From an optimization exercise on the open Yosys and OpenROAD flow, aimed at small area; shortcuts taken in it are not production practice. No functional check of the RTL was part of any run shown here. Power and IR drop assume default switching activity.

==> flow/design.v <==
module rgb_to_ycbcr_444(
  input wire in_reset,
  input wire in_clock,
  input wire [7:0] in_r,
  input wire [7:0] in_g,
  input wire [7:0] in_b,
  output reg [7:0] out_y,
  output reg [7:0] out_cb,
  output reg [7:0] out_cr
  );
  wire n0 = in_g[0] & in_b[0];
  wire n1, n2;
  fa_cell u_n1 (.a(in_r[0]), .b(in_g[1]), .c(in_b[1]), .s(n1), .co(n2));
  wire n3 = n0 & n1;
  wire n4, n5;
  fa_cell u_n4 (.a(in_r[1]), .b(in_g[2]), .c(in_b[2]), .s(n4), .co(n5));
  wire n6 = (n2 & n4) | (n2 & n3) | (n4 & n3);
  wire n7, n8;
  fa_cell u_n7 (.a(in_r[2]), .b(in_g[3]), .c(in_b[3]), .s(n7), .co(n8));
  wire n9, n10;
  fa_cell u_n9 (.a(in_b[0]), .b(n5), .c(n7), .s(n9), .co(n10));
  wire n11 = n9 & n6;
  wire n12, n13;
  fa_cell u_n12 (.a(in_r[3]), .b(in_g[4]), .c(in_b[4]), .s(n12), .co(n13));
  wire n14, n15;
  fa_cell u_n14 (.a(in_b[1]), .b(in_b[0]), .c(n8), .s(n14), .co(n15));
  wire n16, n17;
  fa_cell u_n16 (.a(n12), .b(n10), .c(n14), .s(n16), .co(n17));
  wire n18 = n11 & n16;
  wire n19, n20;
  fa_cell u_n19 (.a(in_r[4]), .b(in_g[5]), .c(in_b[5]), .s(n19), .co(n20));
  wire n21, n22;
  fa_cell u_n21 (.a(in_b[2]), .b(in_b[1]), .c(n13), .s(n21), .co(n22));
  wire n23, n24;
  fa_cell u_n23 (.a(n19), .b(n15), .c(n21), .s(n23), .co(n24));
  wire n25 = (n17 & n23) | (n17 & n18) | (n23 & n18);
  wire n26, n27;
  fa_cell u_n26 (.a(in_r[5]), .b(in_r[0]), .c(in_g[6]), .s(n26), .co(n27));
  wire n28, n29;
  fa_cell u_n28 (.a(in_b[6]), .b(in_b[3]), .c(in_b[2]), .s(n28), .co(n29));
  wire n30, n31;
  fa_cell u_n30 (.a(n20), .b(n26), .c(n28), .s(n30), .co(n31));
  wire n32, n33;
  fa_cell u_n32 (.a(n22), .b(n30), .c(n24), .s(n32), .co(n33));
  wire n34 = n32 & n25;
  wire n35, n36;
  fa_cell u_n35 (.a(in_r[6]), .b(in_r[1]), .c(in_g[7]), .s(n35), .co(n36));
  wire n37, n38;
  fa_cell u_n37 (.a(in_g[0]), .b(in_b[7]), .c(in_b[4]), .s(n37), .co(n38));
  wire n39, n40;
  fa_cell u_n39 (.a(in_b[3]), .b(n27), .c(n29), .s(n39), .co(n40));
  wire n41, n42;
  fa_cell u_n41 (.a(n35), .b(n37), .c(n31), .s(n41), .co(n42));
  wire n43, n44;
  fa_cell u_n43 (.a(n39), .b(n41), .c(n33), .s(n43), .co(n44));
  wire n45 = n34 & n43;
  wire n46, n47;
  fa_cell u_n46 (.a(in_r[7]), .b(in_r[2]), .c(in_g[1]), .s(n46), .co(n47));
  wire n48, n49;
  fa_cell u_n48 (.a(in_b[5]), .b(in_b[4]), .c(n36), .s(n48), .co(n49));
  wire n50, n51;
  fa_cell u_n50 (.a(n38), .b(n46), .c(n40), .s(n50), .co(n51));
  wire n52, n53;
  fa_cell u_n52 (.a(n48), .b(n42), .c(n50), .s(n52), .co(n53));
  wire n54, n55;
  fa_cell u_n54 (.a(n52), .b(n44), .c(n45), .s(n54), .co(n55));
  wire n56, n57;
  fa_cell u_n56 (.a(in_r[3]), .b(in_g[2]), .c(in_b[6]), .s(n56), .co(n57));
  wire n58, n59;
  fa_cell u_n58 (.a(in_b[5]), .b(n47), .c(n56), .s(n58), .co(n59));
  wire n60, n61;
  fa_cell u_n60 (.a(n49), .b(n58), .c(n51), .s(n60), .co(n61));
  wire n62, n63;
  fa_cell u_n62 (.a(n53), .b(n60), .c(n55), .s(n62), .co(n63));
  wire n64, n65;
  fa_cell u_n64 (.a(in_r[4]), .b(in_g[3]), .c(in_b[7]), .s(n64), .co(n65));
  wire n66, n67;
  fa_cell u_n66 (.a(in_b[6]), .b(n57), .c(n64), .s(n66), .co(n67));
  wire n68, n69;
  fa_cell u_n68 (.a(n59), .b(n66), .c(n61), .s(n68), .co(n69));
  wire n70, n71;
  ha_cell u_n70 (.a(n68), .b(n63), .s(n70), .co(n71));
  wire n72, n73;
  fa_cell u_n72 (.a(in_r[5]), .b(in_g[4]), .c(in_b[7]), .s(n72), .co(n73));
  wire n74, n75;
  fa_cell u_n74 (.a(n65), .b(n72), .c(n67), .s(n74), .co(n75));
  wire n76, n77;
  ha_cell u_n76 (.a(n74), .b(n69), .s(n76), .co(n77));
  wire n78, n79;
  fa_cell u_n78 (.a(in_r[6]), .b(in_g[5]), .c(n73), .s(n78), .co(n79));
  wire n80, n81;
  fa_cell u_n80 (.a(n78), .b(n75), .c(n77), .s(n80), .co(n81));
  wire n82, n83;
  fa_cell u_n82 (.a(in_r[7]), .b(in_g[6]), .c(n79), .s(n82), .co(n83));
  wire n84 = n76 & n71;
  wire n85 = n76 | n71;
  wire n86;
  xor_cell u_n86 (.a(n76), .b(n71), .y(n86));
  wire n87 = n82 & n81;
  wire n88 = n82 | n81;
  wire n89;
  xor_cell u_n89 (.a(n82), .b(n81), .y(n89));
  wire n90 = in_g[7] & n83;
  wire n91 = in_g[7] | n83;
  wire n92;
  xor_cell u_n92 (.a(in_g[7]), .b(n83), .y(n92));
  wire n93 = n80 | (1'b1 & n84);
  wire n94 = 1'b1 & n85;
  wire n95 = n90 | (n91 & n87);
  wire n96 = n91 & n88;
  wire n97 = n87 | (n88 & n93);
  wire n98 = n88 & n94;
  wire n99 = n95 | (n96 & n93);
  wire n100 = n96 & n94;
  wire n101 = 1'b0 | (1'b0 & n99);
  wire n102 = 1'b0 & n100;
  wire n103 = n84;
  wire n104;
  xor_cell u_n104 (.a(n80), .b(n103), .y(n104));
  wire n105 = n93;
  wire n106;
  xor_cell u_n106 (.a(n89), .b(n105), .y(n106));
  wire n107 = n97;
  wire n108;
  xor_cell u_n108 (.a(n92), .b(n107), .y(n108));
  wire n109 = n99;
  wire n110;
  xor_cell u_n110 (.a(in_b[0]), .b(in_g[0]), .y(n110));
  wire n111 = ~in_b[0] & in_g[0];
  wire n112, n113;
  fa_cell u_n112 (.a(~in_b[1]), .b(in_g[1]), .c(n111), .s(n112), .co(n113));
  wire n114 = in_b[2] & ~in_g[2];
  wire n115 = in_b[2] | ~in_g[2];
  wire n116;
  xor_cell u_n116 (.a(in_b[2]), .b(in_g[2]), .y(n116));
  wire n117 = in_b[3] & ~in_g[3];
  wire n118 = in_b[3] | ~in_g[3];
  wire n119;
  xor_cell u_n119 (.a(in_b[3]), .b(in_g[3]), .y(n119));
  wire n120 = in_b[4] & ~in_g[4];
  wire n121 = in_b[4] | ~in_g[4];
  wire n122;
  xor_cell u_n122 (.a(in_b[4]), .b(in_g[4]), .y(n122));
  wire n123 = in_b[5] & ~in_g[5];
  wire n124 = in_b[5] | ~in_g[5];
  wire n125;
  xor_cell u_n125 (.a(in_b[5]), .b(in_g[5]), .y(n125));
  wire n126 = in_b[6] & ~in_g[6];
  wire n127 = in_b[6] | ~in_g[6];
  wire n128;
  xor_cell u_n128 (.a(in_b[6]), .b(in_g[6]), .y(n128));
  wire n129 = in_b[7] & ~in_g[7];
  wire n130 = in_b[7] | ~in_g[7];
  wire n131;
  xor_cell u_n131 (.a(in_b[7]), .b(in_g[7]), .y(n131));
  wire n132 = n114 | (n115 & ~n113);
  wire n133 = n117 | (n118 & n132);
  wire n134 = n118 & n115;
  wire n135 = n123 | (n124 & n120);
  wire n136 = n124 & n121;
  wire n137 = n129 | (n130 & n126);
  wire n138 = n130 & n127;
  wire n139 = n120 | (n121 & n133);
  wire n140 = n121 & n134;
  wire n141 = n135 | (n136 & n133);
  wire n142 = n136 & n134;
  wire n143 = n126 | (n127 & n141);
  wire n144 = n127 & n142;
  wire n145 = n137 | (n138 & n141);
  wire n146 = n138 & n142;
  wire n147;
  xor_cell u_n147 (.a(n116), .b(n113), .y(n147));
  wire n148 = n132;
  wire n149;
  xor_cell u_n149 (.a(n119), .b(n148), .y(n149));
  wire n150 = n133;
  wire n151;
  xor_cell u_n151 (.a(n122), .b(n150), .y(n151));
  wire n152 = n139;
  wire n153;
  xor_cell u_n153 (.a(n125), .b(n152), .y(n153));
  wire n154 = n141;
  wire n155;
  xor_cell u_n155 (.a(n128), .b(n154), .y(n155));
  wire n156 = n143;
  wire n157;
  xor_cell u_n157 (.a(n131), .b(n156), .y(n157));
  wire n158 = n145;
  wire n159;
  xor_cell u_n159 (.a(in_r[0]), .b(in_g[0]), .y(n159));
  wire n160 = ~in_r[0] & in_g[0];
  wire n161, n162;
  fa_cell u_n161 (.a(~in_r[1]), .b(in_g[1]), .c(n160), .s(n161), .co(n162));
  wire n163 = in_r[2] & ~in_g[2];
  wire n164 = in_r[2] | ~in_g[2];
  wire n165;
  xor_cell u_n165 (.a(in_r[2]), .b(in_g[2]), .y(n165));
  wire n166 = in_r[3] & ~in_g[3];
  wire n167 = in_r[3] | ~in_g[3];
  wire n168;
  xor_cell u_n168 (.a(in_r[3]), .b(in_g[3]), .y(n168));
  wire n169 = in_r[4] & ~in_g[4];
  wire n170 = in_r[4] | ~in_g[4];
  wire n171;
  xor_cell u_n171 (.a(in_r[4]), .b(in_g[4]), .y(n171));
  wire n172 = in_r[5] & ~in_g[5];
  wire n173 = in_r[5] | ~in_g[5];
  wire n174;
  xor_cell u_n174 (.a(in_r[5]), .b(in_g[5]), .y(n174));
  wire n175 = in_r[6] & ~in_g[6];
  wire n176 = in_r[6] | ~in_g[6];
  wire n177;
  xor_cell u_n177 (.a(in_r[6]), .b(in_g[6]), .y(n177));
  wire n178 = in_r[7] & ~in_g[7];
  wire n179 = in_r[7] | ~in_g[7];
  wire n180;
  xor_cell u_n180 (.a(in_r[7]), .b(in_g[7]), .y(n180));
  wire n181 = n163 | (n164 & ~n162);
  wire n182 = n166 | (n167 & n181);
  wire n183 = n167 & n164;
  wire n184 = n172 | (n173 & n169);
  wire n185 = n173 & n170;
  wire n186 = n178 | (n179 & n175);
  wire n187 = n179 & n176;
  wire n188 = n169 | (n170 & n182);
  wire n189 = n170 & n183;
  wire n190 = n184 | (n185 & n182);
  wire n191 = n185 & n183;
  wire n192 = n175 | (n176 & n190);
  wire n193 = n176 & n191;
  wire n194 = n186 | (n187 & n190);
  wire n195 = n187 & n191;
  wire n196;
  xor_cell u_n196 (.a(n165), .b(n162), .y(n196));
  wire n197 = n181;
  wire n198;
  xor_cell u_n198 (.a(n168), .b(n197), .y(n198));
  wire n199 = n182;
  wire n200;
  xor_cell u_n200 (.a(n171), .b(n199), .y(n200));
  wire n201 = n188;
  wire n202;
  xor_cell u_n202 (.a(n174), .b(n201), .y(n202));
  wire n203 = n190;
  wire n204;
  xor_cell u_n204 (.a(n177), .b(n203), .y(n204));
  wire n205 = n192;
  wire n206;
  xor_cell u_n206 (.a(n180), .b(n205), .y(n206));
  wire n207 = n194;
  wire n208;
  xor_cell u_n208 (.a(n110), .b(n161), .y(n208));
  wire n209 = n110 & ~n161;
  wire n210, n211;
  fa_cell u_n210 (.a(n159), .b(~n112), .c(n196), .s(n210), .co(n211));
  wire n212, n213;
  fa_cell u_n212 (.a(n209), .b(n200), .c(n210), .s(n212), .co(n213));
  wire n214, n215;
  fa_cell u_n214 (.a(n161), .b(~n147), .c(n198), .s(n214), .co(n215));
  wire n216, n217;
  fa_cell u_n216 (.a(n211), .b(n202), .c(~n214), .s(n216), .co(n217));
  wire n218, n219;
  fa_cell u_n218 (.a(n110), .b(~n196), .c(n149), .s(n218), .co(n219));
  wire n220, n221;
  fa_cell u_n220 (.a(n200), .b(n215), .c(~n204), .s(n220), .co(n221));
  wire n222, n223;
  fa_cell u_n222 (.a(n218), .b(~n217), .c(n220), .s(n222), .co(n223));
  wire n224, n225;
  fa_cell u_n224 (.a(~n112), .b(n198), .c(n151), .s(n224), .co(n225));
  wire n226, n227;
  fa_cell u_n226 (.a(n219), .b(n202), .c(~n206), .s(n226), .co(n227));
  wire n228, n229;
  fa_cell u_n228 (.a(n224), .b(n221), .c(n226), .s(n228), .co(n229));
  wire n230, n231;
  ha_cell u_n230 (.a(n147), .b(n200), .s(n230), .co(n231));
  wire n232, n233;
  fa_cell u_n232 (.a(n153), .b(n207), .c(n204), .s(n232), .co(n233));
  wire n234, n235;
  fa_cell u_n234 (.a(n230), .b(n225), .c(n232), .s(n234), .co(n235));
  wire n236, n237;
  fa_cell u_n236 (.a(n227), .b(n234), .c(n229), .s(n236), .co(n237));
  wire n238;
  xor_cell u_n238 (.a(n149), .b(n231), .y(n238));
  wire n239 = ~n149 & n231;
  wire n240, n241;
  fa_cell u_n240 (.a(n155), .b(n202), .c(~n238), .s(n240), .co(n241));
  wire n242, n243;
  fa_cell u_n242 (.a(n206), .b(n233), .c(n240), .s(n242), .co(n243));
  wire n244;
  xor_cell u_n244 (.a(n235), .b(n242), .y(n244));
  wire n245 = n235 | n242;
  wire n246, n247;
  fa_cell u_n246 (.a(n151), .b(n207), .c(~n204), .s(n246), .co(n247));
  wire n248, n249;
  fa_cell u_n248 (.a(n239), .b(n157), .c(~n246), .s(n248), .co(n249));
  wire n250, n251;
  fa_cell u_n250 (.a(n241), .b(n248), .c(n243), .s(n250), .co(n251));
  wire n252, n253;
  fa_cell u_n252 (.a(n158), .b(n153), .c(~n206), .s(n252), .co(n253));
  wire n254, n255;
  fa_cell u_n254 (.a(n247), .b(n252), .c(~n249), .s(n254), .co(n255));
  wire n256, n257;
  fa_cell u_n256 (.a(n155), .b(n207), .c(n253), .s(n256), .co(n257));
  wire n258;
  xor_cell u_n258 (.a(n157), .b(n257), .y(n258));
  wire n259 = n157 | n257;
  wire n260;
  xor_cell u_n260 (.a(n158), .b(n259), .y(n260));
  wire n261 = n159 & ~n196;
  wire n262 = n159 | ~n196;
  wire n263 = ~n208 & n198;
  wire n264 = ~n208 | n198;
  wire n265 = n213 & n216;
  wire n266 = n213 | n216;
  wire n267 = ~n223 & ~n228;
  wire n268 = ~n223 | ~n228;
  wire n269;
  xor_cell u_n269 (.a(n223), .b(n228), .y(n269));
  wire n270 = n244 & ~n237;
  wire n271 = n244 | ~n237;
  wire n272;
  xor_cell u_n272 (.a(n244), .b(n237), .y(n272));
  wire n273 = ~n245 & ~n250;
  wire n274 = ~n245 | ~n250;
  wire n275;
  xor_cell u_n275 (.a(n245), .b(n250), .y(n275));
  wire n276 = n254 & ~n251;
  wire n277 = n254 | ~n251;
  wire n278;
  xor_cell u_n278 (.a(n254), .b(n251), .y(n278));
  wire n279 = n256 & n255;
  wire n280 = n256 | n255;
  wire n281;
  xor_cell u_n281 (.a(n256), .b(n255), .y(n281));
  wire n282 = n261 | (n262 & 1'b0);
  wire n283 = n262 & n161;
  wire n284 = 1'b0 | (n212 & n263);
  wire n285 = n212 & n264;
  wire n286 = ~n222 | (1'b1 & n265);
  wire n287 = 1'b1 & n266;
  wire n288 = 1'b0 | (~n236 & n267);
  wire n289 = ~n236 & n268;
  wire n290 = n273 | (n274 & n270);
  wire n291 = n274 & n271;
  wire n292 = n279 | (n280 & n276);
  wire n293 = n280 & n277;
  wire n294 = 1'b0 | (n260 & 1'b0);
  wire n295 = n260 & ~n258;
  wire n296 = n263 | (n264 & n282);
  wire n297 = n264 & n283;
  wire n298 = n284 | (n285 & n282);
  wire n299 = n285 & n283;
  wire n300 = n267 | (n268 & n286);
  wire n301 = n268 & n287;
  wire n302 = n288 | (n289 & n286);
  wire n303 = n289 & n287;
  wire n304 = n276 | (n277 & n290);
  wire n305 = n277 & n291;
  wire n306 = n292 | (n293 & n290);
  wire n307 = n293 & n291;
  wire n308 = n265 | (n266 & n298);
  wire n309 = n266 & n299;
  wire n310 = n286 | (n287 & n298);
  wire n311 = n287 & n299;
  wire n312 = n300 | (n301 & n298);
  wire n313 = n301 & n299;
  wire n314 = n302 | (n303 & n298);
  wire n315 = n303 & n299;
  wire n316 = 1'b0 | (~n258 & n306);
  wire n317 = ~n258 & n307;
  wire n318 = n294 | (n295 & n306);
  wire n319 = n295 & n307;
  wire n320 = n270 | (n271 & n314);
  wire n321 = n271 & n315;
  wire n322 = n290 | (n291 & n314);
  wire n323 = n291 & n315;
  wire n324 = n304 | (n305 & n314);
  wire n325 = n305 & n315;
  wire n326 = n306 | (n307 & n314);
  wire n327 = n307 & n315;
  wire n328 = n316 | (n317 & n314);
  wire n329 = n317 & n315;
  wire n330 = n318 | (n319 & n314);
  wire n331 = n319 & n315;
  wire n332 = n310;
  wire n333;
  xor_cell u_n333 (.a(n269), .b(n332), .y(n333));
  wire n334 = n312;
  wire n335;
  xor_cell u_n335 (.a(n236), .b(n334), .y(n335));
  wire n336 = n314;
  wire n337;
  xor_cell u_n337 (.a(n272), .b(n336), .y(n337));
  wire n338 = n320;
  wire n339;
  xor_cell u_n339 (.a(n275), .b(n338), .y(n339));
  wire n340 = n322;
  wire n341;
  xor_cell u_n341 (.a(n278), .b(n340), .y(n341));
  wire n342 = n324;
  wire n343;
  xor_cell u_n343 (.a(n281), .b(n342), .y(n343));
  wire n344 = n326;
  wire n345;
  xor_cell u_n345 (.a(n258), .b(n344), .y(n345));
  wire n346 = n328;
  wire n347;
  xor_cell u_n347 (.a(n260), .b(n346), .y(n347));
  wire n348;
  xor_cell u_n348 (.a(n159), .b(n110), .y(n348));
  wire n349 = n159 | n110;
  wire n350;
  xor_cell u_n350 (.a(n349), .b(n161), .y(n350));
  wire n351 = n349 & ~n161;
  wire n352, n353;
  ha_cell u_n352 (.a(n112), .b(n350), .s(n352), .co(n353));
  wire n354, n355;
  fa_cell u_n354 (.a(n196), .b(n147), .c(n351), .s(n354), .co(n355));
  wire n356;
  xor_cell u_n356 (.a(n353), .b(n354), .y(n356));
  wire n357 = n353 & ~n354;
  wire n358, n359;
  fa_cell u_n358 (.a(n159), .b(n198), .c(n149), .s(n358), .co(n359));
  wire n360, n361;
  fa_cell u_n360 (.a(~n355), .b(n357), .c(n155), .s(n360), .co(n361));
  wire n362, n363;
  fa_cell u_n362 (.a(~n161), .b(n200), .c(n151), .s(n362), .co(n363));
  wire n364, n365;
  fa_cell u_n364 (.a(n359), .b(n157), .c(n362), .s(n364), .co(n365));
  wire n366;
  xor_cell u_n366 (.a(n196), .b(n202), .y(n366));
  wire n367 = n196 | n202;
  wire n368, n369;
  fa_cell u_n368 (.a(~n158), .b(n153), .c(n363), .s(n368), .co(n369));
  wire n370, n371;
  fa_cell u_n370 (.a(~n366), .b(n365), .c(n368), .s(n370), .co(n371));
  wire n372;
  xor_cell u_n372 (.a(n198), .b(n204), .y(n372));
  wire n373 = n198 & ~n204;
  wire n374, n375;
  fa_cell u_n374 (.a(n155), .b(n367), .c(n372), .s(n374), .co(n375));
  wire n376, n377;
  ha_cell u_n376 (.a(n369), .b(n374), .s(n376), .co(n377));
  wire n378, n379;
  ha_cell u_n378 (.a(n200), .b(n373), .s(n378), .co(n379));
  wire n380, n381;
  fa_cell u_n380 (.a(n206), .b(n157), .c(~n378), .s(n380), .co(n381));
  wire n382, n383;
  fa_cell u_n382 (.a(n375), .b(n380), .c(n377), .s(n382), .co(n383));
  wire n384, n385;
  ha_cell u_n384 (.a(n207), .b(n202), .s(n384), .co(n385));
  wire n386, n387;
  fa_cell u_n386 (.a(n158), .b(n384), .c(n379), .s(n386), .co(n387));
  wire n388;
  xor_cell u_n388 (.a(n381), .b(n386), .y(n388));
  wire n389 = n381 & ~n386;
  wire n390, n391;
  fa_cell u_n390 (.a(n204), .b(n385), .c(n387), .s(n390), .co(n391));
  wire n392, n393;
  ha_cell u_n392 (.a(n206), .b(n391), .s(n392), .co(n393));
  wire n394;
  xor_cell u_n394 (.a(n207), .b(n393), .y(n394));
  wire n395 = n348 & n149;
  wire n396 = n348 | n149;
  wire n397 = n352 & n151;
  wire n398 = n352 | n151;
  wire n399 = n153 & ~n356;
  wire n400 = n153 | ~n356;
  wire n401 = n358 & n360;
  wire n402 = n358 | n360;
  wire n403 = n361 & n364;
  wire n404 = n361 | n364;
  wire n405;
  xor_cell u_n405 (.a(n361), .b(n364), .y(n405));
  wire n406 = n376 & n371;
  wire n407 = n376 | n371;
  wire n408;
  xor_cell u_n408 (.a(n376), .b(n371), .y(n408));
  wire n409 = ~n388 & n383;
  wire n410 = ~n388 | n383;
  wire n411;
  xor_cell u_n411 (.a(n388), .b(n383), .y(n411));
  wire n412 = n389 & ~n390;
  wire n413 = n389 | ~n390;
  wire n414;
  xor_cell u_n414 (.a(n389), .b(n390), .y(n414));
  wire n415 = ~n110 | (1'b1 & 1'b0);
  wire n416 = 1'b1 & 1'b0;
  wire n417 = 1'b0 | (~n147 & 1'b0);
  wire n418 = ~n147 & n112;
  wire n419 = n397 | (n398 & n395);
  wire n420 = n398 & n396;
  wire n421 = n401 | (n402 & n399);
  wire n422 = n402 & n400;
  wire n423 = 1'b0 | (n370 & n403);
  wire n424 = n370 & n404;
  wire n425 = 1'b0 | (n382 & n406);
  wire n426 = n382 & n407;
  wire n427 = n412 | (n413 & n409);
  wire n428 = n413 & n410;
  wire n429 = 1'b0 | (n394 & 1'b0);
  wire n430 = n394 & ~n392;
  wire n431 = 1'b0 | (n112 & n415);
  wire n432 = n112 & n416;
  wire n433 = n417 | (n418 & n415);
  wire n434 = n418 & n416;
  wire n435 = n399 | (n400 & n419);
  wire n436 = n400 & n420;
  wire n437 = n421 | (n422 & n419);
  wire n438 = n422 & n420;
  wire n439 = n406 | (n407 & n423);
  wire n440 = n407 & n424;
  wire n441 = n425 | (n426 & n423);
  wire n442 = n426 & n424;
  wire n443 = 1'b0 | (~n392 & n427);
  wire n444 = ~n392 & n428;
  wire n445 = n429 | (n430 & n427);
  wire n446 = n430 & n428;
  wire n447 = n395 | (n396 & n433);
  wire n448 = n396 & n434;
  wire n449 = n419 | (n420 & n433);
  wire n450 = n420 & n434;
  wire n451 = n435 | (n436 & n433);
  wire n452 = n436 & n434;
  wire n453 = n437 | (n438 & n433);
  wire n454 = n438 & n434;
  wire n455 = n409 | (n410 & n441);
  wire n456 = n410 & n442;
  wire n457 = n427 | (n428 & n441);
  wire n458 = n428 & n442;
  wire n459 = n443 | (n444 & n441);
  wire n460 = n444 & n442;
  wire n461 = n445 | (n446 & n441);
  wire n462 = n446 & n442;
  wire n463 = n403 | (n404 & n453);
  wire n464 = n404 & n454;
  wire n465 = n423 | (n424 & n453);
  wire n466 = n424 & n454;
  wire n467 = n439 | (n440 & n453);
  wire n468 = n440 & n454;
  wire n469 = n441 | (n442 & n453);
  wire n470 = n442 & n454;
  wire n471 = n455 | (n456 & n453);
  wire n472 = n456 & n454;
  wire n473 = n457 | (n458 & n453);
  wire n474 = n458 & n454;
  wire n475 = n459 | (n460 & n453);
  wire n476 = n460 & n454;
  wire n477 = n461 | (n462 & n453);
  wire n478 = n462 & n454;
  wire n479 = n453;
  wire n480;
  xor_cell u_n480 (.a(n405), .b(n479), .y(n480));
  wire n481 = n463;
  wire n482;
  xor_cell u_n482 (.a(n370), .b(n481), .y(n482));
  wire n483 = n465;
  wire n484;
  xor_cell u_n484 (.a(n408), .b(n483), .y(n484));
  wire n485 = n467;
  wire n486;
  xor_cell u_n486 (.a(n382), .b(n485), .y(n486));
  wire n487 = n469;
  wire n488;
  xor_cell u_n488 (.a(n411), .b(n487), .y(n488));
  wire n489 = n471;
  wire n490;
  xor_cell u_n490 (.a(n414), .b(n489), .y(n490));
  wire n491 = n473;
  wire n492;
  xor_cell u_n492 (.a(n392), .b(n491), .y(n492));
  wire n493 = n475;
  wire n494;
  xor_cell u_n494 (.a(n394), .b(n493), .y(n494));
  wire [7:0] y_d = {n109, n108, n106, ~n104, n86, n70, n62, n54};
  wire [7:0] cb_d = {~(n347), ~(~n345), ~(n343), ~(~n341), ~(n339), ~(~n337), ~(~n335), ~(n333)};
  wire [7:0] cr_d = {n494, ~n492, ~n490, ~n488, n486, n484, n482, n480};
  always @(posedge in_clock) begin
    if (in_reset) begin
      out_y <= 8'd0;
      out_cb <= 8'd0;
      out_cr <= 8'd0;
    end else begin
      out_y <= y_d;
      out_cb <= cb_d;
      out_cr <= cr_d;
    end
  end
endmodule
module fa_cell(input wire a, input wire b, input wire c, output wire s, output wire co);
  assign s = a ^ b ^ c;
  assign co = (a & b) | (a & c) | (b & c);
endmodule
module ha_cell(input wire a, input wire b, output wire s, output wire co);
  assign s = a ^ b;
  assign co = a & b;
endmodule
module xor_cell(input wire a, input wire b, output wire y);
  assign y = a ^ b;
endmodule
==> flow/flow/run.sh <==
#!/bin/bash
export BUFFER_PORTS_ARGS="-buffer_cell sky130_fd_sc_hd__buf_1"
export CTS_ARGS="-sink_clustering_enable -repair_clock_nets -dont_use_dummy_load -buf_list {sky130_fd_sc_hd__clkbuf_4 sky130_fd_sc_hd__clkbuf_8}"
bash standard.sh > standard.log 2>&1
==> flow/standard.sh <==
#!/bin/bash
# synth_recipe.tcl (not shown) runs the flow's synth.tcl, then flattens the netlist and writes it again
# the make line also repeats each setting of config.mk as NAME=value (left out here)
make -C /OpenROAD-flow-scripts/flow DESIGN_CONFIG=/design/flow/config.mk WORK_HOME=/design/flow/orfs CLKGATE_MAP_FILE= SYNTH_SCRIPT=/design/flow/synth_recipe.tcl "${@:-finish}"
==> flow/config.mk <==
export PLATFORM = sky130hd
export DESIGN_NAME = rgb_to_ycbcr_444
export DESIGN_NICKNAME = rgb_to_ycbcr_444
export VERILOG_FILES = /design/flow/design.v
export SDC_FILE = /design/flow/constraint.sdc
export NUM_CORES = 4
export LEC_CHECK = 0
export CAP_MARGIN = 20
export CORE_MARGIN = 2
export CORE_UTILIZATION = 60
export CTS_BUF_LIST = sky130_fd_sc_hd__clkbuf_4 sky130_fd_sc_hd__clkbuf_8
export GPL_TIMING_DRIVEN = 0
export SLEW_MARGIN = 20
export SYNTH_HIERARCHICAL = 1
export SYNTH_MINIMUM_KEEP_SIZE = 0
==> flow/constraint.sdc <==
create_clock -name core_clock -period 6.0 [get_ports {in_clock}]
set_input_delay 1.2000 -clock core_clock [delete_from_list [all_inputs] [get_ports {in_clock}]]
set_output_delay 1.2000 -clock core_clock [all_outputs]
set_load 0.01 [all_outputs]
==> results.cfg, run 1 <==
[yosys]
ys_dominant_reg_cell = dfxtp_1
synth_edf_count = 0
synth_area_mm2 = 0.00354
synthArstFlopShare_pct = 0
ys_warn_count = 7
synth_cell_types = 41
synth_nets = 433
synth.avg_cell_area_um2 = 10.8
syn_inst = 328
ys_seq_area_share_pct = 13.6
ys_ff_latch = 24

[finish]
areaGrowthSynthToFinish_pct = 19.9
fill_cells = 419
multi_input_area_mm2 = 0.00320
nNetsFinal = 504
layout.cells.non_filler = 469
drive_gt1_share_pct = 16.4
fin_area_mm2 = 0.00424
diodes = 0
seqCellArea_um2 = 480

[global_routing]
grt_pass1_wl_um = 12500
grt_max_degree = 14
antenna_found_initial = 0
grt_pass1_vias = 2681
grt_usage_pct = 25.3
overflow = 0

[power_and_ir_drop]
p_total_mw = 2.57
pwr-share-seq_pct = 10.0
clockPowerShare_pct = 3.6
internal_power_mw = 1.35
p_leak_nw = 1.77
vdd_drop_max_uv = 446
power_switching_mw = 1.22
power_frac_comb_pct = 86.4
switching_share_pct = 47.4
powerDensity_mw_per_mm2 = 606

[critical_path]
cp.required_ns = 6.15
crit_path_end_kind = register
path_max_fanout = 6
critPathArrivalTime_ns = 6.08
critPathKind = in2reg
crit_path_start_kind = input port
cp-endpoint = out_cb[5]$_SDFF_PP0_
startpoint = in_g[0]

[cts]
hold_buffers = 0
cts_root_buffer = clkbuf_8
clk_pin_slew_worst_paths_ns = 0.08
cts_buffers = 3
clkSinkCount = 24
clock_path_buffers = 2
htreeDepth = 1
cts_tree = done

[timing]
setup_viol = 0
slew_headroom_pct = 51.4
hold_violations = 0
maxSlewViolCount = 0
tightest_slew_ns = 0.726
period_share_pct = 98.9
setup_tns_ns = 0
fin_hold_ws_ns = 1.26
period_needed_ns = 5.94
fmax_ghz = 0.168

[floorplanning]
core-area_mm2 = 0.00561
die_x_um = 80.8
initial_core_util_pct = 63.1
die_area_mm2 = 0.00653
io-pin-count = 50
rows = 27
die_y_um = 80.8

[detailed_routing]
wl_met1_um = 3140
vias_per_cell = 5.40
wl_met2_um = 4110
wirelength_um = 7500
num_vias = 2531
drt_iter0_drc = 65
post_drt_wl_per_cell_um = 16.0
drc_errors = 0
ant_nets = 0
dr.pass1.iters = 4
maxUsedRoutingLayer = met4
wl_met3_um = 204

[run_status]
status = finished clean

[placement]
portBuffers = 49
dpl_cell_area_mm2 = 0.00381
dp_hpwl_um = 6110
gp_congestion = 0.862
dp.cells = 449

[worst_hold_path]
min_path_type = in2reg

[run]
cap_violations = 0
-- repair_timing --
| item | 4_1_cts | 5_1_grt |
|---|---|---|
| endpoints found under the setup margin | 8 | 8 |
| resized for setup | 20 | 25 |
| gates cloned | 0 | 0 |
| pin swaps | 7 | 18 |
| setup buffers | 3 | 14 |
-- cell usage after synthesis (2+ instances only) --
master / count / share of area (%)
inv_1: 28 / 3.0
ha_1: 8 / 2.8
nand2_1: 9 / 0.95
dfxtp_1: 24 / 14
and3_1: 3 / 0.53
a211oi_1: 3 / 0.64
a21o_1: 2 / 0.42
and2_1: 5 / 0.88
nor2b_1: 27 / 4.8
a21oi_1: 5 / 0.71
xor2_1: 69 / 17
or2_2: 6 / 1.1
nand3_1: 2 / 0.28
maj3_1: 11 / 3.1
nand2b_1: 6 / 1.1
clkbuf_1: 2 / 0.21
o221ai_1: 2 / 0.49
nor2_1: 15 / 1.6
maj3_2: 4 / 1.3
a31oi_1: 4 / 0.71
o21ai_0: 3 / 0.42
fa_1: 71 / 40
-- worst min path at each step --
stage / depth (start not counted) / end / from
2_1_floorplan: 1 / out_cb[4]$_SDFF_PP0_ / in_reset
3_3_place_gp: 2 / out_cr[0]$_SDFF_PP0_ / in_reset
3_5_place_dp: 2 / out_cb[6]$_SDFF_PP0_ / in_reset
4_1_cts: 2 / out_cb[6]$_SDFF_PP0_ / in_reset
5_1_grt: 2 / out_cb[6]$_SDFF_PP0_ / in_reset
6_report: 2 / out_cb[6]$_SDFF_PP0_ / in_reset
-- critical path, stage by stage --
cell,delay (ns)
buf_4,0.15
nor2b_2,0.17
fa_2,0.41
nand2b_4,0.17
a221oi_4,0.27
o221ai_1,0.13
nand2_1,0.11
maj3_2,0.27
maj3_2,0.24
fa_1,0.44
fa_1,0.51
fa_2,0.60
nor2_1,0.07
a31oi_2,0.31
o2111ai_2,0.22
and2_4,0.21
maj3_1,0.36
xor2_1,0.16
nor2_1,0.07
-- per-module statistics from Yosys (local to each module, per instance) --
module | cell area, um^2 | flops+latches
fa_cell | 20.0 | 0
ha_cell | 12.5 | 0
rgb_to_ycbcr_444 | 1410 | 24
xor_cell | 8.76 | 0
-- metal layers --
layer	up-vias	global-route usage [%]
met2	40	46.6
met3	7	3.33
met1	1294	32.8
met5	-	0
li1	1190	-
met4	0	3.39
-- stage by stage --
stage | utilization (%) | setup slack [ns]
global placement | 68.0 | -0.778
detailed placement | 68.0 | -0.843
floorplan | - | 0.213
CTS | 71.3 | -0.000346
global route | 75.7 | -0.0631
finish | 75.7 | 0.0636
-- sequential cells by signal (all words and copies together) (netlist names) --
register  cells
out_y         8
out_cr        8
out_cb        8
-- layout make-up --
| cell class | count | share of cell area, % |
|---|---|---|
| Multi-Input combinational cell | 274 | 75.3 |
| Sequential cell | 24 | 11.3 |
| Clock buffer | 3 | 0.973 |
| Timing Repair Buffer | 66 | 7.58 |
| Tap cell | 72 | 2.12 |
| Buffer | 2 | 0.177 |
| Inverter | 28 | 2.48 |
-- cells by family (layout without fill, tap and decap cells) --
group | after synthesis | in the layout | synth area share, %
buffers and inverters | 30 | 99 | 3.18
AND/OR/NAND/NOR | 79 | 79 | 12.3
adder cells (fa/ha/maj) | 94 | 94 | 47.4
AO/OA/AOI/OAI | 32 | 32 | 6.54
flip-flops | 24 | 24 | 13.6
XOR/XNOR | 69 | 69 | 17.1
-- power groups by stage --
stage | sequential, mW | combinational, mW | clock, mW
2_1_floorplan | 0.296 | 1.51 | 0
3_3_place_gp | 0.259 | 1.89 | 0
3_5_place_dp | 0.261 | 1.93 | 0
4_1_cts | 0.258 | 2.00 | 0.0964
5_1_grt | 0.263 | 2.48 | 0.102
6_report | 0.257 | 2.22 | 0.0928
-- layout by cell type, fill, tap and decap left out, types with 4 or more instances in the layout --
| master | count |
|---|---|
| nand2b_1 | 5 |
| maj3_1 | 9 |
| buf_4 | 18 |
| buf_1 | 43 |
| ha_1 | 8 |
| and2_1 | 4 |
| fa_1 | 68 |
| a21oi_1 | 4 |
| nand2_1 | 9 |
| inv_1 | 28 |
| nor2_1 | 15 |
| or2_2 | 6 |
| dfxtp_1 | 24 |
| nor2b_1 | 25 |
| maj3_2 | 6 |
| xor2_4 | 7 |
| xor2_1 | 60 |
==> inputs of run 2 (changes only) <==
--- a/flow/design.v
+++ b/flow/design.v
@@ -121,6 +121,6 @@
   wire n106;
-  xor_cell u_n106 (.a(n89), .b(n105), .y(n106));
+  xnor_cell u_n106 (.a(n89), .b(n105), .y(n106));
   wire n107 = n97;
   wire n108;
-  xor_cell u_n108 (.a(n92), .b(n107), .y(n108));
+  xnor_cell u_n108 (.a(n92), .b(n107), .y(n108));
   wire n109 = n99;
@@ -389,6 +389,6 @@
   wire n335;
-  xor_cell u_n335 (.a(n236), .b(n334), .y(n335));
+  xnor_cell u_n335 (.a(n236), .b(n334), .y(n335));
   wire n336 = n314;
   wire n337;
-  xor_cell u_n337 (.a(n272), .b(n336), .y(n337));
+  xnor_cell u_n337 (.a(n272), .b(n336), .y(n337));
   wire n338 = n320;
@@ -398,3 +398,3 @@
   wire n341;
-  xor_cell u_n341 (.a(n278), .b(n340), .y(n341));
+  xnor_cell u_n341 (.a(n278), .b(n340), .y(n341));
   wire n342 = n324;
@@ -404,3 +404,3 @@
   wire n345;
-  xor_cell u_n345 (.a(n258), .b(n344), .y(n345));
+  xnor_cell u_n345 (.a(n258), .b(n344), .y(n345));
   wire n346 = n328;
@@ -552,12 +552,12 @@
   wire n480;
-  xor_cell u_n480 (.a(n405), .b(n479), .y(n480));
+  xnor_cell u_n480 (.a(n405), .b(n479), .y(n480));
   wire n481 = n463;
   wire n482;
-  xor_cell u_n482 (.a(n370), .b(n481), .y(n482));
+  xnor_cell u_n482 (.a(n370), .b(n481), .y(n482));
   wire n483 = n465;
   wire n484;
-  xor_cell u_n484 (.a(n408), .b(n483), .y(n484));
+  xnor_cell u_n484 (.a(n408), .b(n483), .y(n484));
   wire n485 = n467;
   wire n486;
-  xor_cell u_n486 (.a(n382), .b(n485), .y(n486));
+  xnor_cell u_n486 (.a(n382), .b(n485), .y(n486));
   wire n487 = n469;
@@ -573,6 +573,6 @@
   wire n494;
-  xor_cell u_n494 (.a(n394), .b(n493), .y(n494));
-  wire [7:0] y_d = {n109, n108, n106, ~n104, n86, n70, n62, n54};
-  wire [7:0] cb_d = {~(n347), ~(~n345), ~(n343), ~(~n341), ~(n339), ~(~n337), ~(~n335), ~(n333)};
-  wire [7:0] cr_d = {n494, ~n492, ~n490, ~n488, n486, n484, n482, n480};
+  xnor_cell u_n494 (.a(n394), .b(n493), .y(n494));
+  wire [7:0] y_d = {n109, ~n108, ~n106, ~n104, n86, n70, n62, n54};
+  wire [7:0] cb_d = {~(n347), ~(n345), ~(n343), ~(n341), ~(n339), ~(n337), ~(n335), ~(n333)};
+  wire [7:0] cr_d = {~n494, ~n492, ~n490, ~n488, ~n486, ~n484, ~n482, ~n480};
   always @(posedge in_clock) begin
@@ -597,2 +597,5 @@
 endmodule
+module xnor_cell(input wire a, input wire b, output wire y);
+  assign y = ~(a ^ b);
+endmodule
 module xor_cell(input wire a, input wire b, output wire y);
==> run 2 against run 1 <==
Against the previous run: clock-buffer cell count stayed put; non-clock buffer count decreased by 7; sequential power about the same; synthesized cell count is the same; sequential cell count stayed put; combinational power decreased by 8%; setup slack improved by 0.12 ns; sequential share of layout area increased by 0.35 points; largest cell class unchanged; final area shrank 3.0%; power is 6.6% lower; area after synthesis down 0.78%; die area down 0.73%.
==> results.cfg, run 2 <==
[finish]
fill_cells = 418
final_common_cell = fa_1
diodes = 0
nNetsFinal = 497
fin_area_mm2 = 0.00411
largest_registers = out_cb: 8 flops, out_cr: 8 flops, out_y: 8 flops
layout_common_cells = fa_1 (69), xor2_1 (51), buf_1 (46)
areaGrowthSynthToFinish_pct = 17.1
drive_gt1_share_pct = 12.3

[yosys]
yosysMostFrequentCell = fa_1
synth_cell_types = 42
ys_warn_count = 7
synth_edf_count = 0
ys_ff_latch = 24
synth.avg_cell_area_um2 = 10.7
synth_nets = 433
ys_seq_area_share_pct = 13.7
yosysTopAreaCell = fa_1
netlist_top_cells_count = fa_1 (71), xor2_1 (58), inv_1 (28), nor2_1 (26), dfxtp_1 (24)
synthArstFlopShare_pct = 0
syn_inst = 328
synth_area_mm2 = 0.00351
yosysTopAreaCellShare_pct = 40.5
ys_dominant_reg_cell = dfxtp_1
synth_area_leaders = fa_1 (40%), xor2_1 (14%), dfxtp_1 (14%)

[critical_path]
path_max_fanout = 6
critPathKind = in2reg
critPathArrivalTime_ns = 5.98
critPathTopFamily = adder cells
cp.required_ns = 6.17
max_stage_delay_ns = 0.59
crit_path_end_kind = register
worstPathCellList = buf_2 > nor2b_1 > fa_1 > nand2b_1 > a221oi_2 > o221ai_2 > nand2_2 > maj3_2 > buf_12 > xor2_4 > inv_1 > fa_1 > fa_2 > fa_2 > nor2_1 > a31oi_2 > o2111ai_2 > and2_1 > maj3_1 > xor2_1 > nor2_1
crit_path_start_kind = input port
crit_buf_inv = 3
crit_path_top_delay_cell = fa_2

[run]
cap_violations = 0

[timing]
setup_slack_ns = 0.188
fin_hold_ws_ns = 1.28
setup_viol = 0
fmax_ghz = 0.172
setup_tns_ns = 0
hold_violations = 0
period_share_pct = 96.9
period_needed_ns = 5.81
maxSlewViolCount = 0
tightest_slew_ns = 0.702
slew_headroom_pct = 53.1

[run_status]
status = finished clean

[detailed_routing]
wirelength_um = 7160
drc_errors = 0
num_vias = 2471
vias_per_cell = 5.35
drt_iter0_drc = 74
dr.pass1.iters = 4
post_drt_wl_per_cell_um = 15.5
ant_nets = 0

[power_and_ir_drop]
powerDensity_mw_per_mm2 = 584
p_leak_nw = 1.69
p_total_mw = 2.40
vdd_drop_max_uv = 486

[global_routing]
grt_pass1_wl_um = 12000
grt_pass1_vias = 2634
overflow = 0
grt_usage_pct = 25.0
antenna_found_initial = 0
grt_max_degree = 15

[cts]
cts_tree = done
clk_pin_slew_worst_paths_ns = 0.10
cts_root_buffer = clkbuf_8
clkSinkCount = 24
clock_path_buffers = 2
htreeDepth = 1
cts_buffers = 3

[placement]
gp_congestion = 0.898
dp_hpwl_um = 5980
place_ws_ns = -0.677
dpl_cell_area_mm2 = 0.00379
portBuffers = 49

[floorplanning]
initial_core_util_pct = 63.0
die_x_um = 80.5
rows = 27
die_y_um = 80.5
die_area_mm2 = 0.00648
io-pin-count = 50
core-area_mm2 = 0.00557

[worst_hold_path]
min_path_type = in2reg
==> run 2: per-layer routing <==
metal  GRT usage, %  share of wire [%]  wire (um)
met4           9.32                1.7        123
met3           2.47                2.2        158
met2           45.3                 54       3840
met5              0                  0          0
met1           30.8                 42       3040
==> run 2: kinds of logic (layout without fill, tap and decap cells) <==
logic type / Yosys count / in the layout / synth area share [%]
buf+inv: 30 / 92 / 3.21
fa+ha+maj: 94 / 94 / 47.7
simple gates: 79 / 79 / 11.6
xor+xnor: 69 / 69 / 17.2
compound gates: 32 / 32 / 6.59
flops: 24 / 24 / 13.7
==> run 2: stage by stage <==
stage               cells  util [%]
floorplan             328         -
global placement      449      67.9
detailed placement    449      67.9
CTS                   452      70.0
global route          462      73.8
finish                462      73.8
==> run 2: area by class of cell <==
type,count,area (um^2),area share [%]
multi-input cells,274,3100,75.4
flip-flops and latches,24,480,11.7
repair buffers,59,288,7.00
inverters,28,105,2.55
well taps,72,90.1,2.19
clock buffers,3,41.3,1.00
plain buffers,2,7.51,0.182
==> run 2: path summary, 6_finish.rpt <==
path | start | endpoint | cells past startpoint
max | in_g[0] | out_cb[5]$_SDFF_PP0_ | 21
min | in_reset | out_y[3]$_SDFF_PP0_ | 2
==> run 2: report_power, final <==
group	internal, mW	total (mW)	switching (mW)
Combinational	0.974	2.04	1.07
Sequential	0.242	0.257	0.0156
Clock	0.0453	0.107	0.0617
Total	1.26	2.40	1.14
==> run 2: timing repair <==
action	in CTS	in global routing
hold buffers	0	0
endpoints found under the hold margin	0	0
setup endpoints to repair	8	6
buffers inserted	0	10
gates resized for setup	14	16
pin swaps	2	10
==> run 2: Yosys stat by module, one instance, submodules excluded <==
module            cells inside  copies in the design  area [um^2]  flops+latches
xnor_cell                    1                    11         8.76              0
fa_cell                      1                    71         20.0              0
rgb_to_ycbcr_444           180                     1         1390             24
xor_cell                     1                    58         8.76              0
ha_cell                      1                     8         12.5              0

## afterwards: timing with drivers on the ports
In the flow no input, the clock included, has a driving cell. The finished layouts below were timed again as built, in two steps. Step 1 assumes that a clkbuf_16 drives the clock port and a buf_2 every other input. Step 2 moves the port delays by t, midway between the first and last clock arrival at a register: inputs arrive t later, outputs are due t later. That takes back most of the time a late clock gives input paths. Slacks: no drivers / after step 1 / after step 2; pairs: no drivers / after step 1.
| run | shift t [ns] | setup WS [ns] | worst setup path after step 2 | slew at the worst register clock pin (ns) | pins driven straight from the clock port |
|---|---|---|---|---|---|
| run 1 | 0.289 | 0.064 / 0.066 / -0.223 | input to register | 0.08 / 0.08 | 1 |
| run 2 | 0.308 | 0.188 / 0.201 / -0.108 | input to register | 0.10 / 0.10 | 1 |
With both steps, setup timing fails in run 1 and run 2, where it was met with ideal ports. The setup slack of run 2, which loses most, moves by +0.013 ns with the drivers and by -0.296 ns with both steps.
